This is an optimization exercise on Yosys and OpenROAD, whose aim is small area and a short achievable clock period, not a production implementation.
Only simulation tests tie the RTL to the original design; equivalence was not proved.
No activity file was given, so power comes from the tool's default toggle rates.

`flow/config.mk`:
```
export PLATFORM = sky130hd
export DESIGN_NAME = rv32i_datapath
export DESIGN_NICKNAME = rv32i_datapath
export VERILOG_FILES = /design/flow/design.v
export SDC_FILE = /design/flow/constraint.sdc
export NUM_CORES = 4
export LEC_CHECK = 0
export CAP_MARGIN = 20
export CORE_MARGIN = 2
export CORE_UTILIZATION = 30
export PLACE_DENSITY = 0.35
export SLEW_MARGIN = 20
```
`flow/run.sh`:
```
#!/bin/bash
# synth_recipe.tcl (not shown) runs the flow's synth.tcl, then flattens the netlist and writes it again
# the make line also repeats each setting of config.mk as NAME=value (left out here)
make -C /OpenROAD-flow-scripts/flow DESIGN_CONFIG=/design/flow/config.mk WORK_HOME=/design/flow/orfs CLKGATE_MAP_FILE= SYNTH_SCRIPT=/design/flow/synth_recipe.tcl finish
```
`flow/design.v`:
```
module FA(
    input  logic a,
    input  logic b,
    input  logic cin,
    output logic sum,
    output logic cout
);
    assign sum  = a ^ b ^ cin;
    assign cout = (a & b) | (cin & (a ^ b));
endmodule
module adder32bit(
  input  logic [31:0] a,
  input  logic [31:0] b,
  input  logic        cin,
  output logic [31:0] sum,
  output logic        cout
);
  logic [31:0] carry;
FA fa0  (.a(a[ 0]),.b(b[ 0]),.cin(cin),      .sum(sum[ 0]),.cout(carry[ 0]));
FA fa1  (.a(a[ 1]),.b(b[ 1]),.cin(carry[ 0]),.sum(sum[ 1]),.cout(carry[ 1]));
FA fa2  (.a(a[ 2]),.b(b[ 2]),.cin(carry[ 1]),.sum(sum[ 2]),.cout(carry[ 2]));
FA fa3  (.a(a[ 3]),.b(b[ 3]),.cin(carry[ 2]),.sum(sum[ 3]),.cout(carry[ 3]));
FA fa4  (.a(a[ 4]),.b(b[ 4]),.cin(carry[ 3]),.sum(sum[ 4]),.cout(carry[ 4]));
FA fa5  (.a(a[ 5]),.b(b[ 5]),.cin(carry[ 4]),.sum(sum[ 5]),.cout(carry[ 5]));
FA fa6  (.a(a[ 6]),.b(b[ 6]),.cin(carry[ 5]),.sum(sum[ 6]),.cout(carry[ 6]));
FA fa7  (.a(a[ 7]),.b(b[ 7]),.cin(carry[ 6]),.sum(sum[ 7]),.cout(carry[ 7]));
FA fa8  (.a(a[ 8]),.b(b[ 8]),.cin(carry[ 7]),.sum(sum[ 8]),.cout(carry[ 8]));
FA fa9  (.a(a[ 9]),.b(b[ 9]),.cin(carry[ 8]),.sum(sum[ 9]),.cout(carry[ 9]));
FA fa10 (.a(a[10]),.b(b[10]),.cin(carry[ 9]),.sum(sum[10]),.cout(carry[10]));
FA fa11 (.a(a[11]),.b(b[11]),.cin(carry[10]),.sum(sum[11]),.cout(carry[11]));
FA fa12 (.a(a[12]),.b(b[12]),.cin(carry[11]),.sum(sum[12]),.cout(carry[12]));
FA fa13 (.a(a[13]),.b(b[13]),.cin(carry[12]),.sum(sum[13]),.cout(carry[13]));
FA fa14 (.a(a[14]),.b(b[14]),.cin(carry[13]),.sum(sum[14]),.cout(carry[14]));
FA fa15 (.a(a[15]),.b(b[15]),.cin(carry[14]),.sum(sum[15]),.cout(carry[15]));
FA fa16 (.a(a[16]),.b(b[16]),.cin(carry[15]),.sum(sum[16]),.cout(carry[16]));
FA fa17 (.a(a[17]),.b(b[17]),.cin(carry[16]),.sum(sum[17]),.cout(carry[17]));
FA fa18 (.a(a[18]),.b(b[18]),.cin(carry[17]),.sum(sum[18]),.cout(carry[18]));
FA fa19 (.a(a[19]),.b(b[19]),.cin(carry[18]),.sum(sum[19]),.cout(carry[19]));
FA fa20 (.a(a[20]),.b(b[20]),.cin(carry[19]),.sum(sum[20]),.cout(carry[20]));
FA fa21 (.a(a[21]),.b(b[21]),.cin(carry[20]),.sum(sum[21]),.cout(carry[21]));
FA fa22 (.a(a[22]),.b(b[22]),.cin(carry[21]),.sum(sum[22]),.cout(carry[22]));
FA fa23 (.a(a[23]),.b(b[23]),.cin(carry[22]),.sum(sum[23]),.cout(carry[23]));
FA fa24 (.a(a[24]),.b(b[24]),.cin(carry[23]),.sum(sum[24]),.cout(carry[24]));
FA fa25 (.a(a[25]),.b(b[25]),.cin(carry[24]),.sum(sum[25]),.cout(carry[25]));
FA fa26 (.a(a[26]),.b(b[26]),.cin(carry[25]),.sum(sum[26]),.cout(carry[26]));
FA fa27 (.a(a[27]),.b(b[27]),.cin(carry[26]),.sum(sum[27]),.cout(carry[27]));
FA fa28 (.a(a[28]),.b(b[28]),.cin(carry[27]),.sum(sum[28]),.cout(carry[28]));
FA fa29 (.a(a[29]),.b(b[29]),.cin(carry[28]),.sum(sum[29]),.cout(carry[29]));
FA fa30 (.a(a[30]),.b(b[30]),.cin(carry[29]),.sum(sum[30]),.cout(carry[30]));
FA fa31 (.a(a[31]),.b(b[31]),.cin(carry[30]),.sum(sum[31]),.cout(carry[31]));
    assign cout = carry[31];
endmodule
module arithmetic_unit(
  input  logic [31:0] operand_a,
  input  logic [31:0] operand_b,
  input  logic [ 1:0] sel,  
  output logic [31:0] arithmetic_result
);
  logic        sub_flag;
  logic [31:0] w_operand_b;
  logic [31:0] sum;
  logic        co;
  logic        signed_less, unsigned_less;
  adder32bit u_adder (
    .a (operand_a),
    .b (w_operand_b),
    .cin(sub_flag),    
    .sum(sum),
    .cout(co)
  );
  always_comb begin
    case(sel)
      2'b00: arithmetic_result = sum;                         
      2'b01: arithmetic_result = sum;                         
      2'b10: arithmetic_result = {31'b0, signed_less};        
      2'b11: arithmetic_result = {31'b0, unsigned_less};      
      default: arithmetic_result = 32'b0;
    endcase
  end
  assign sub_flag      = sel[1] | sel[0];
  assign w_operand_b   = operand_b ^ {32{sub_flag}};
  assign unsigned_less = ~co;
  assign signed_less   = operand_a[31] ^ operand_b[31] ? operand_a[31] : sum[31];
endmodule
module logical_unit(
  input  logic [31:0] operand_a,
  input  logic [31:0] operand_b,
  input  logic [ 1:0] sel,  
  output logic [31:0] logical_result
);
  always_comb begin
    case(sel)
      2'b00:   logical_result = operand_a & operand_b;
      2'b01:   logical_result = operand_a | operand_b;
      2'b10:   logical_result = operand_a ^ operand_b;
      default: logical_result = 32'd0;
    endcase
  end
endmodule
module shift_unit(
  input  logic [31:0] operand_a,
  input  logic [31:0] operand_b,
  input  logic [ 1:0] sel,   
  output logic [31:0] shift_result
);
  logic [ 4:0] shamt;
  logic        fill;
  logic [31:0] stage [0:5];
  assign stage[0] = sel[0] ? operand_a : {
    operand_a[ 0], operand_a[ 1], operand_a[ 2], operand_a[ 3],
    operand_a[ 4], operand_a[ 5], operand_a[ 6], operand_a[ 7],
    operand_a[ 8], operand_a[ 9], operand_a[10], operand_a[11],
    operand_a[12], operand_a[13], operand_a[14], operand_a[15],
    operand_a[16], operand_a[17], operand_a[18], operand_a[19],
    operand_a[20], operand_a[21], operand_a[22], operand_a[23],
    operand_a[24], operand_a[25], operand_a[26], operand_a[27],
    operand_a[28], operand_a[29], operand_a[30], operand_a[31]
  };
  assign stage[1] = shamt[0] ? {fill,       stage[0][31:1]}   : stage[0];
  assign stage[2] = shamt[1] ? {{2{fill}},  stage[1][31:2]}   : stage[1];
  assign stage[3] = shamt[2] ? {{4{fill}},  stage[2][31:4]}   : stage[2];
  assign stage[4] = shamt[3] ? {{8{fill}},  stage[3][31:8]}   : stage[3];
  assign stage[5] = shamt[4] ? {{16{fill}}, stage[4][31:16]}  : stage[4];
  assign shift_result = sel[0] ? stage[5] : {
    stage[5][ 0], stage[5][ 1], stage[5][ 2], stage[5][ 3],
    stage[5][ 4], stage[5][ 5], stage[5][ 6], stage[5][ 7],
    stage[5][ 8], stage[5][ 9], stage[5][10], stage[5][11],
    stage[5][12], stage[5][13], stage[5][14], stage[5][15],
    stage[5][16], stage[5][17], stage[5][18], stage[5][19],
    stage[5][20], stage[5][21], stage[5][22], stage[5][23],
    stage[5][24], stage[5][25], stage[5][26], stage[5][27],
    stage[5][28], stage[5][29], stage[5][30], stage[5][31]
  };
  assign shamt = operand_b[4:0];
  assign fill  = sel[1] ? operand_a[31] : 1'b0;
endmodule
module mux4to1(
  input  logic [31:0] a,
  input  logic [31:0] b,
  input  logic [31:0] c,
  input  logic [31:0] d,
  input  logic [ 1:0] sel,
  output logic [31:0] s
);
  always_comb begin
    case(sel)
      2'b00: s = a;
      2'b01: s = b;
      2'b10: s = c;
      2'b11: s = d;
    endcase
  end
endmodule
module alu(
  input  logic [31:0] operand_a,
  input  logic [31:0] operand_b,
  input  logic [ 3:0] alu_op,  
  output logic [31:0] alu_data
);
  logic [31:0] arithmetic_result;
  logic [31:0] logical_result;
  logic [31:0] shift_result;
arithmetic_unit au(
  .operand_a(operand_a),
  .operand_b(operand_b),
  .sel(alu_op[1:0]),
  .arithmetic_result(arithmetic_result)
);
logical_unit lu(
  .operand_a(operand_a),
  .operand_b(operand_b),
  .sel(alu_op[1:0]),
  .logical_result(logical_result)
);
shift_unit su(
  .operand_a(operand_a),
  .operand_b(operand_b),
  .sel(alu_op[1:0]),
  .shift_result(shift_result)
);
mux4to1 alu_mux(
  .a(arithmetic_result),
  .b(logical_result),
  .c(shift_result),
  .d(32'd0),
  .sel(alu_op[3:2]),
  .s(alu_data)
);
endmodule
module brc(
  input  logic [31:0] rs1_data,
  input  logic [31:0] rs2_data,
  input  logic        br_un,
  output logic        br_less,
  output logic        br_equal
);
  logic [31:0] br_diff;
  logic        co;
  logic        br_less_s;
  logic        br_less_u;
adder32bit u_adder (
  .a (rs1_data),
  .b (~rs2_data),
  .cin(1'b1),
  .sum (br_diff),
  .cout(co)
);
  assign br_less_u = ~co;
  assign br_less_s = rs1_data[31] ^ rs2_data[31] ? rs1_data[31] : br_diff[31];
  assign br_less   = br_un ? br_less_u : br_less_s;
  assign br_equal  = ~(|br_diff);
endmodule
module immgen(
  input  logic [31:0] i_instr,
  output logic [31:0] o_imm
);
  localparam OP     = 7'h33;
  localparam OP_IMM = 7'h13;
  localparam LOAD   = 7'h03;
  localparam STORE  = 7'h23;
  localparam BRANCH = 7'h63;
  localparam JAL    = 7'h6F;
  localparam JALR   = 7'h67;
  localparam LUI    = 7'h37;
  localparam AUIPC  = 7'h17;
  localparam SYS    = 7'h73;
  logic [31:0] imm_r_type;
  logic [31:0] imm_i_type;
  logic [31:0] imm_s_type;
  logic [31:0] imm_b_type;
  logic [31:0] imm_u_type;
  logic [31:0] imm_j_type;
  always_comb begin
    imm_r_type = 32'd0;
    imm_i_type = {{20{i_instr[31]}},i_instr[31:20]};
    imm_s_type = {{20{i_instr[31]}},i_instr[31:25],i_instr[11:7]};
    imm_b_type = {{19{i_instr[31]}},i_instr[31],i_instr[7],i_instr[30:25],i_instr[11:8],1'b0};
    imm_u_type = {i_instr[31:12],12'd0};
    imm_j_type = {{11{i_instr[31]}},i_instr[31],i_instr[19:12],i_instr[20],i_instr[30:21],1'b0};
    case(i_instr[6:0])
      OP:         o_imm = imm_r_type;
      OP_IMM, LOAD, JALR, SYS: 
                  o_imm = imm_i_type;
      STORE:      o_imm = imm_s_type;
      BRANCH:     o_imm = imm_b_type;
      JAL:        o_imm = imm_j_type;
      LUI, AUIPC: o_imm = imm_u_type;
      default:    o_imm = 32'd0;
    endcase
  end
endmodule
module regfile(
  input  logic        i_clk,
  input  logic        i_rst,
  input  logic [ 4:0] i_rs1_addr,
  input  logic [ 4:0] i_rs2_addr,
  output logic [31:0] o_rs1_data,
  output logic [31:0] o_rs2_data,
  input  logic [ 4:0] i_rd_addr,
  input  logic [31:0] i_rd_data,
  input  logic        i_rd_wren
);
  logic [31:0] wren;
  logic [31:0][31:0] reg_mem;
wren_decoder u_wren_decoder (
  .rd_addr (i_rd_addr),
  .rd_wren (i_rd_wren),
  .wren    (wren)
);
regmem u_regmem (
  .i_clk    (i_clk),
  .i_rst    (i_rst),
  .i_rd_data(i_rd_data),
  .wren     (wren),
  .reg_mem  (reg_mem)
);
mux5to32 u_mux_rs1 (
  .rsx_addr (i_rs1_addr),
  .register (reg_mem),
  .rsx_data (o_rs1_data)
);
mux5to32 u_mux_rs2 (
  .rsx_addr (i_rs2_addr),
  .register (reg_mem),
  .rsx_data (o_rs2_data)
);
endmodule
module register
#(parameter N = 32)(
  input  logic        i_clk,
  input  logic        i_rst,
  input  logic [N-1:0] d,
  input  logic        wren,
  output logic [N-1:0] q
);
  always_ff @(posedge i_clk or negedge i_rst)
  begin
    if (!i_rst)
      q <= 'd0;
    else if (wren)
      q <= d;
  end
endmodule
module regmem(
  input  logic        i_clk,
  input  logic        i_rst,
  input  logic [31:0] i_rd_data,
  input  logic [31:0] wren,
  output logic [31:0][31:0] reg_mem
);
  register u_reg0  (.i_clk(i_clk), .i_rst(i_rst), .d(i_rd_data), .wren(wren[0]),  .q(reg_mem[0]));
  register u_reg1  (.i_clk(i_clk), .i_rst(i_rst), .d(i_rd_data), .wren(wren[1]),  .q(reg_mem[1]));
  register u_reg2  (.i_clk(i_clk), .i_rst(i_rst), .d(i_rd_data), .wren(wren[2]),  .q(reg_mem[2]));
  register u_reg3  (.i_clk(i_clk), .i_rst(i_rst), .d(i_rd_data), .wren(wren[3]),  .q(reg_mem[3]));
  register u_reg4  (.i_clk(i_clk), .i_rst(i_rst), .d(i_rd_data), .wren(wren[4]),  .q(reg_mem[4]));
  register u_reg5  (.i_clk(i_clk), .i_rst(i_rst), .d(i_rd_data), .wren(wren[5]),  .q(reg_mem[5]));
  register u_reg6  (.i_clk(i_clk), .i_rst(i_rst), .d(i_rd_data), .wren(wren[6]),  .q(reg_mem[6]));
  register u_reg7  (.i_clk(i_clk), .i_rst(i_rst), .d(i_rd_data), .wren(wren[7]),  .q(reg_mem[7]));
  register u_reg8  (.i_clk(i_clk), .i_rst(i_rst), .d(i_rd_data), .wren(wren[8]),  .q(reg_mem[8]));
  register u_reg9  (.i_clk(i_clk), .i_rst(i_rst), .d(i_rd_data), .wren(wren[9]),  .q(reg_mem[9]));
  register u_reg10 (.i_clk(i_clk), .i_rst(i_rst), .d(i_rd_data), .wren(wren[10]), .q(reg_mem[10]));
  register u_reg11 (.i_clk(i_clk), .i_rst(i_rst), .d(i_rd_data), .wren(wren[11]), .q(reg_mem[11]));
  register u_reg12 (.i_clk(i_clk), .i_rst(i_rst), .d(i_rd_data), .wren(wren[12]), .q(reg_mem[12]));
  register u_reg13 (.i_clk(i_clk), .i_rst(i_rst), .d(i_rd_data), .wren(wren[13]), .q(reg_mem[13]));
  register u_reg14 (.i_clk(i_clk), .i_rst(i_rst), .d(i_rd_data), .wren(wren[14]), .q(reg_mem[14]));
  register u_reg15 (.i_clk(i_clk), .i_rst(i_rst), .d(i_rd_data), .wren(wren[15]), .q(reg_mem[15]));
  register u_reg16 (.i_clk(i_clk), .i_rst(i_rst), .d(i_rd_data), .wren(wren[16]), .q(reg_mem[16]));
  register u_reg17 (.i_clk(i_clk), .i_rst(i_rst), .d(i_rd_data), .wren(wren[17]), .q(reg_mem[17]));
  register u_reg18 (.i_clk(i_clk), .i_rst(i_rst), .d(i_rd_data), .wren(wren[18]), .q(reg_mem[18]));
  register u_reg19 (.i_clk(i_clk), .i_rst(i_rst), .d(i_rd_data), .wren(wren[19]), .q(reg_mem[19]));
  register u_reg20 (.i_clk(i_clk), .i_rst(i_rst), .d(i_rd_data), .wren(wren[20]), .q(reg_mem[20]));
  register u_reg21 (.i_clk(i_clk), .i_rst(i_rst), .d(i_rd_data), .wren(wren[21]), .q(reg_mem[21]));
  register u_reg22 (.i_clk(i_clk), .i_rst(i_rst), .d(i_rd_data), .wren(wren[22]), .q(reg_mem[22]));
  register u_reg23 (.i_clk(i_clk), .i_rst(i_rst), .d(i_rd_data), .wren(wren[23]), .q(reg_mem[23]));
  register u_reg24 (.i_clk(i_clk), .i_rst(i_rst), .d(i_rd_data), .wren(wren[24]), .q(reg_mem[24]));
  register u_reg25 (.i_clk(i_clk), .i_rst(i_rst), .d(i_rd_data), .wren(wren[25]), .q(reg_mem[25]));
  register u_reg26 (.i_clk(i_clk), .i_rst(i_rst), .d(i_rd_data), .wren(wren[26]), .q(reg_mem[26]));
  register u_reg27 (.i_clk(i_clk), .i_rst(i_rst), .d(i_rd_data), .wren(wren[27]), .q(reg_mem[27]));
  register u_reg28 (.i_clk(i_clk), .i_rst(i_rst), .d(i_rd_data), .wren(wren[28]), .q(reg_mem[28]));
  register u_reg29 (.i_clk(i_clk), .i_rst(i_rst), .d(i_rd_data), .wren(wren[29]), .q(reg_mem[29]));
  register u_reg30 (.i_clk(i_clk), .i_rst(i_rst), .d(i_rd_data), .wren(wren[30]), .q(reg_mem[30]));
  register u_reg31 (.i_clk(i_clk), .i_rst(i_rst), .d(i_rd_data), .wren(wren[31]), .q(reg_mem[31]));
endmodule
module mux5to32(
  input  logic [ 4:0] rsx_addr,
  input  logic [31:0][31:0] register,
  output logic [31:0] rsx_data
);
  always_comb begin
    case (rsx_addr)
      5'd0:  rsx_data = register[0];
      5'd1:  rsx_data = register[1];
      5'd2:  rsx_data = register[2];
      5'd3:  rsx_data = register[3];
      5'd4:  rsx_data = register[4];
      5'd5:  rsx_data = register[5];
      5'd6:  rsx_data = register[6];
      5'd7:  rsx_data = register[7];
      5'd8:  rsx_data = register[8];
      5'd9:  rsx_data = register[9];
      5'd10: rsx_data = register[10];
      5'd11: rsx_data = register[11];
      5'd12: rsx_data = register[12];
      5'd13: rsx_data = register[13];
      5'd14: rsx_data = register[14];
      5'd15: rsx_data = register[15];
      5'd16: rsx_data = register[16];
      5'd17: rsx_data = register[17];
      5'd18: rsx_data = register[18];
      5'd19: rsx_data = register[19];
      5'd20: rsx_data = register[20];
      5'd21: rsx_data = register[21];
      5'd22: rsx_data = register[22];
      5'd23: rsx_data = register[23];
      5'd24: rsx_data = register[24];
      5'd25: rsx_data = register[25];
      5'd26: rsx_data = register[26];
      5'd27: rsx_data = register[27];
      5'd28: rsx_data = register[28];
      5'd29: rsx_data = register[29];
      5'd30: rsx_data = register[30];
      5'd31: rsx_data = register[31];
      default: rsx_data = 32'b0;
    endcase
  end
endmodule
module wren_decoder(
  input  logic [ 4:0] rd_addr,
  input  logic        rd_wren,
  output logic [31:0] wren
);
  always_comb begin
    case(rd_addr)
      5'd0:  wren = 32'd0;
      5'd1:  wren = rd_wren ? 32'h0000_0002 : 32'd0;
      5'd2:  wren = rd_wren ? 32'h0000_0004 : 32'd0;
      5'd3:  wren = rd_wren ? 32'h0000_0008 : 32'd0;
      5'd4:  wren = rd_wren ? 32'h0000_0010 : 32'd0;
      5'd5:  wren = rd_wren ? 32'h0000_0020 : 32'd0;
      5'd6:  wren = rd_wren ? 32'h0000_0040 : 32'd0;
      5'd7:  wren = rd_wren ? 32'h0000_0080 : 32'd0;
      5'd8:  wren = rd_wren ? 32'h0000_0100 : 32'd0;
      5'd9:  wren = rd_wren ? 32'h0000_0200 : 32'd0;
      5'd10: wren = rd_wren ? 32'h0000_0400 : 32'd0;
      5'd11: wren = rd_wren ? 32'h0000_0800 : 32'd0;
      5'd12: wren = rd_wren ? 32'h0000_1000 : 32'd0;
      5'd13: wren = rd_wren ? 32'h0000_2000 : 32'd0;
      5'd14: wren = rd_wren ? 32'h0000_4000 : 32'd0;
      5'd15: wren = rd_wren ? 32'h0000_8000 : 32'd0;
      5'd16: wren = rd_wren ? 32'h0001_0000 : 32'd0;
      5'd17: wren = rd_wren ? 32'h0002_0000 : 32'd0;
      5'd18: wren = rd_wren ? 32'h0004_0000 : 32'd0;
      5'd19: wren = rd_wren ? 32'h0008_0000 : 32'd0;
      5'd20: wren = rd_wren ? 32'h0010_0000 : 32'd0;
      5'd21: wren = rd_wren ? 32'h0020_0000 : 32'd0;
      5'd22: wren = rd_wren ? 32'h0040_0000 : 32'd0;
      5'd23: wren = rd_wren ? 32'h0080_0000 : 32'd0;
      5'd24: wren = rd_wren ? 32'h0100_0000 : 32'd0;
      5'd25: wren = rd_wren ? 32'h0200_0000 : 32'd0;
      5'd26: wren = rd_wren ? 32'h0400_0000 : 32'd0;
      5'd27: wren = rd_wren ? 32'h0800_0000 : 32'd0;
      5'd28: wren = rd_wren ? 32'h1000_0000 : 32'd0;
      5'd29: wren = rd_wren ? 32'h2000_0000 : 32'd0;
      5'd30: wren = rd_wren ? 32'h4000_0000 : 32'd0;
      5'd31: wren = rd_wren ? 32'h8000_0000 : 32'd0;
      default: wren = 32'd0;
    endcase
  end
endmodule
module rv32i_datapath(
  input  logic        i_clk,
  input  logic        i_rst_n,     
  input  logic [31:0] i_instr,
  input  logic [31:0] i_pc,
  input  logic [31:0] i_ld_data,
  input  logic        i_rd_wren,
  input  logic        i_opa_sel,   
  input  logic        i_opb_sel,   
  input  logic [ 3:0] i_alu_op,
  input  logic        i_br_un,
  input  logic        i_wb_sel,    
  output logic [31:0] o_alu_data,
  output logic [31:0] o_rs2_data,
  output logic        o_br_less,
  output logic        o_br_equal
);
  logic [31:0] rs1_data;
  logic [31:0] rs2_data;
  logic [31:0] imm;
  logic [31:0] operand_a;
  logic [31:0] operand_b;
  logic [31:0] alu_data;
  logic [31:0] wb_data;
regfile u_regfile (
  .i_clk      (i_clk),
  .i_rst      (i_rst_n),
  .i_rs1_addr (i_instr[19:15]),
  .i_rs2_addr (i_instr[24:20]),
  .o_rs1_data (rs1_data),
  .o_rs2_data (rs2_data),
  .i_rd_addr  (i_instr[11:7]),
  .i_rd_data  (wb_data),
  .i_rd_wren  (i_rd_wren)
);
immgen u_immgen (
  .i_instr (i_instr),
  .o_imm   (imm)
);
brc u_brc (
  .rs1_data (rs1_data),
  .rs2_data (rs2_data),
  .br_un    (i_br_un),
  .br_less  (o_br_less),
  .br_equal (o_br_equal)
);
  assign operand_a = i_opa_sel ? i_pc : rs1_data;
  assign operand_b = i_opb_sel ? imm  : rs2_data;
alu u_alu (
  .operand_a (operand_a),
  .operand_b (operand_b),
  .alu_op    (i_alu_op),
  .alu_data  (alu_data)
);
  assign wb_data    = i_wb_sel ? i_ld_data : alu_data;
  assign o_alu_data = alu_data;
  assign o_rs2_data = rs2_data;
endmodule
```
`flow/constraint.sdc`:
```
create_clock -name core_clock -period 32.0 [get_ports {i_clk}]
set_input_delay 6.4000 -clock core_clock [delete_from_list [all_inputs] [get_ports {i_clk}]]
set_output_delay 6.4000 -clock core_clock [all_outputs]
set_load 0.01 [all_outputs]
```
==> parameters.txt <==
Parameter                              Value

Status
  Result of the run ... timing/DRC/antenna clean

Global route
  Initial antenna violation count ... 57
  Global-route track usage on met3 ... 0.129
  Number of global-route vias before repair ... 59,300
  Residual overflow from global routing ... 0
  GR Util met2 ... 0.611
  Wire length of the first global-routing pass ... 588 mm
  Layer carrying the most global-route usage ... met2
  Pin count of the biggest net entering global routing ... 99
  Met1 layer usage reported by global route ... 0.571
  Overall global routing resource usage ... 0.430

Synthesis
  Most used flip-flop cell after synthesis ... dfrtp_1
  Async S/R FF share, synth ... 1.00
  Mapped cell area ... 0.0599 mm²
  Post-synthesis cell count ... 6,943
  Mean post-synth cell area ... 8.63 µm²
  Total of warnings raised by yosys ... 9
  Count of unique library cells instantiated by Yosys ... 124
  Sequential area share after synthesis ... 0.414
  EDFF count, synth ... 0
  Yosys reg bits ... 992
  Synthesized Nets ... 7,178

Timing
  Transition at the pin with the smallest max-transition slack ... 1.26 ns
  WHS ... 0.498 ns
  Achievable clock frequency ... 32.1 MHz
  Setup Viol. Count Final ... 0
  Minimum clock period ... 31.13 ns
  Final period utilization ... 0.973
  Hold violation count in the final report ... 0
  Final Max Tran Viols ... 0
  Relative slew margins ... 0.155
  Unrepaired setup endpoints after global routing ... false
  Slack of the critical path ... 0.873 ns
  Clk_skew ... 0.0582 ns
  Setup Total Neg Slack ... 0 ns

Placed design
  Total instance count after detailed placement ... 9,455
  Buffers added on ports ... 172
  Pre-CTS setup slack ... 0.483 ns
  Placer's final routability congestion estimate ... 1.01
  Detailed placer's ending HPWL ... 312 mm

Clocking
  Sink count of the clock tree ... 992
  CTS Buffer Depth ... 3
  Hold-fix buffers, CTS ... 0
  CTS tree ... yes
  Buffer cell driving the clock tree root ... clkbuf_16
  Post-CTS Resized ... 0
  Clock slew at reported path FFs ... 0.06 ns
  Setup Buffers After CTS ... 0
  Clock latency reported for the late side of the worst-skew pair ... 0.85 ns
  Maximum level of the CTS H-tree ... 4
  Number of CTS-inserted buffers ... 130

Power
  Power consumption ... 4.68 mW
  Power Dens Cells ... 66.6 mW/mm²
  Leakage component of the power ... 29.8 nW
  Worst IR Drop VDD ... 59.1 µV

Die
  Die footprint ... 0.203 mm²
  Num rows ... 164
  Area of the core ... 0.199 mm²
  Horizontal die dimension ... 451 µm
  Chip Height ... 451 µm
  I/O pin cnt ... 173
  Starting Density ... 0.301

Routing
  DRC violation count after routing ... 0
  Initial drt markers ... 10,800
  Vias per cell ... 6.63
  Routed wire length ... 448 mm
  Number of search-and-repair iterations in the first detailed-routing pass ... 12
  Routed vias ... 64,500
  Detail-routed net length per standard cell ... 46.1 µm
  DRT antenna net count ... 0

Critical path
  Slowest stage cell on the critical path ... clkdlybuf4s50_1
  Critical path's largest stage delay ... 0.52 ns
  Cell repeated most along the worst path ... fa_1
  Crit end category ... primary output
  Startpoint class of the critical path ... primary input
  Arrival time of the worst setup path ... 24.73 ns
  Type of the worst setup path ... primary input to primary output
  Required time of the critical path ... 25.60 ns
  CP max FO ... 22

Min path
  Min-delay worst type ... flop to flop

Final layout
  Filler instances ... 20,700
  Final standard cell count with taps included and fillers excluded ... 9,725
  Synth-to-layout area growth ... 17.2%
  Fraction of final layout cells sized beyond drive strength 1 ... 0.126
  Number of nets in the final layout ... 7,169

Flow run
  Max-capacitance violation count ... 0
report_power, final:
group / leakage, nW / internal [mW] / switching [mW] / total (mW)
Sequential: 12.7 / 1.52 / 0.425 / 1.94
Clock: 2.18 / 0.903 / 0.649 / 1.55
Combinational: 14.9 / 0.390 / 0.794 / 1.18
cell usage in the layout (no fill, tap or decap), types with 22 or more instances in the layout:
cell type and instances:
nand2_1 905, a22oi_1 367, nand2b_1 35, inv_1 84
and2_1 32, mux2i_1 98, nor3_1 47, o31ai_1 71
nor2_2 22, a22o_1 128, a21oi_1 409, o21ai_1 131
nor2_1 499, o21ai_0 624, diode_2 32, ha_1 66
nand3_1 313, a222oi_1 30, nand3b_1 63, clkdlybuf4s50_1 156
nor4_1 28, o211ai_1 23, clkbuf_16 133, o31ai_2 31
nand4_1 122, and3_1 209, buf_4 352, a31oi_1 65
a2111oi_0 51, mux2_2 26, clkbuf_8 28, nor2_4 41
fa_1 62, dfrtp_1 992, a221oi_1 114, clkbuf_1 29
o22ai_1 26
synth_stat cells (all sizes together), types with 17 or more instances:
master / number / share of area
or3b: 17 / 0.0025
nand3b: 65 / 0.0083
inv: 94 / 0.0059
a211o: 21 / 0.0031
dfrtp: 992 / 0.41
and3: 211 / 0.022
a31oi: 68 / 0.0071
a21oi: 417 / 0.035
o22ai: 31 / 0.0033
xor2: 17 / 0.0025
nand2: 933 / 0.059
o21ai: 756 / 0.063
nand3: 319 / 0.027
nor3: 56 / 0.0048
a2111oi: 56 / 0.0086
o32ai: 17 / 0.0027
or4: 21 / 0.0026
nor3b: 22 / 0.0030
and2: 35 / 0.0037
a22o: 128 / 0.019
a222oi: 30 / 0.0050
a22oi: 368 / 0.046
mux2i: 102 / 0.017
buf: 204 / 0.020
a211oi: 17 / 0.0023
nand2b: 36 / 0.0038
nand4: 122 / 0.013
o211ai: 24 / 0.0031
o31ai: 102 / 0.015
nor2: 562 / 0.035
and4: 17 / 0.0025
ha: 66 / 0.014
nor4: 31 / 0.0032
or3: 22 / 0.0024
fa: 62 / 0.021
a221oi: 114 / 0.017
mux2: 29 / 0.0055
clkbuf: 465 / 0.029
through the flow:
step / area, µm² / util
floorplan: 59900 / -
global placement: 65600 / 0.329
detailed placement: 65600 / 0.330
CTS: 70100 / 0.352
global route: 70200 / 0.353
finish: 70200 / 0.353
path summary, 6_finish.rpt:
check | cells after the start | from | endpoint | slack, ns
worst max-delay path | 51 | i_instr[18] | o_alu_data[0] | 0.87
worst min-delay path | 2 | u_regfile.u_regmem.u_reg27.q[0] | u_regfile.u_regmem.u_reg27.q[0] | 0.50
worst max register to register | 47 | u_regfile.u_regmem.u_reg29.q[0] | u_regfile.u_regmem.u_reg3.q[0] | 13.50
worst min register to register | 2 | u_regfile.u_regmem.u_reg27.q[0] | u_regfile.u_regmem.u_reg27.q[0] | 0.50
max in group asynchronous | 7 | i_rst_n | u_regfile.u_regmem.u_reg17.q[16] | 21.32
min in group asynchronous | 1 | i_rst_n | u_regfile.u_regmem.u_reg15.q[4] | 5.59
per-layer routing:
metal	part of all wire	wire length (µm)	up-vias
met1	0.41	183000	32700
li1	-	-	25700
met3	0.11	48400	1323
met4	0.071	31700	18
met5	0.00027	119	-
met2	0.41	185000	4800
cell families (layout without fill, tap and decap cells):
family	after synthesis	in the layout	share of synthesized area
simple gates	2547	2547	0.203
compound gates	2331	2331	0.259
flops	992	992	0.414
buf+inv	767	861	0.0554
mux	147	147	0.0286
fa+ha+maj	128	128	0.0345
xor+xnor	31	31	0.00453
other cells	0	32	0
layout make-up:
| class | instances | area, µm² | area share |
|---|---|---|---|
| clock buffers | 190 | 3820 | 0.0544 |
| clock inverters | 45 | 617 | 0.00878 |
| repair buffers | 528 | 4450 | 0.0633 |
| inverters | 98 | 370 | 0.00527 |
| well taps | 2656 | 3320 | 0.0473 |
| flip-flops and latches | 992 | 24800 | 0.353 |
| multi-input cells | 5184 | 32700 | 0.466 |
| diodes | 32 | 80.1 | 0.00114 |
worst max-delay path: cells and delay by family:
kind            cells  cell delay (ns)
compound gates      6             1.16
fa+ha+maj          31            13.95
buf+inv             8             2.01
mux                 1             0.28
simple gates        5             0.88

## separate check: timing with driven ports
In the flow no input, the clock included, has a driving cell. The finished layout below was timed again as built, in two steps.
Step 1 (the two cells are an assumption about what drives the block):
set clk [get_ports {i_clk}]
set_driving_cell -lib_cell sky130_fd_sc_hd__clkbuf_16 $clk
set_driving_cell -lib_cell sky130_fd_sc_hd__buf_2 [delete_from_list [all_inputs] $clk]
Step 2 times the ports against the registers' clock, not the clock port: input delays grow and output delays shrink by t, the midpoint of the rising clock arrivals with the driver on.
Three values: ideal ports, drivers, drivers and shift; two values: the first two.
t (ns): 0.910
setup WS [ns]: 0.873 / 0.847 / 0.847
worst hold slack (ns): 0.498 / 0.498 / 0.498
worst setup path after step 2: input to output
After both steps this run still meets setup and hold. The setup slack of this run moves by -0.026 ns with the drivers and by -0.026 ns with both steps.
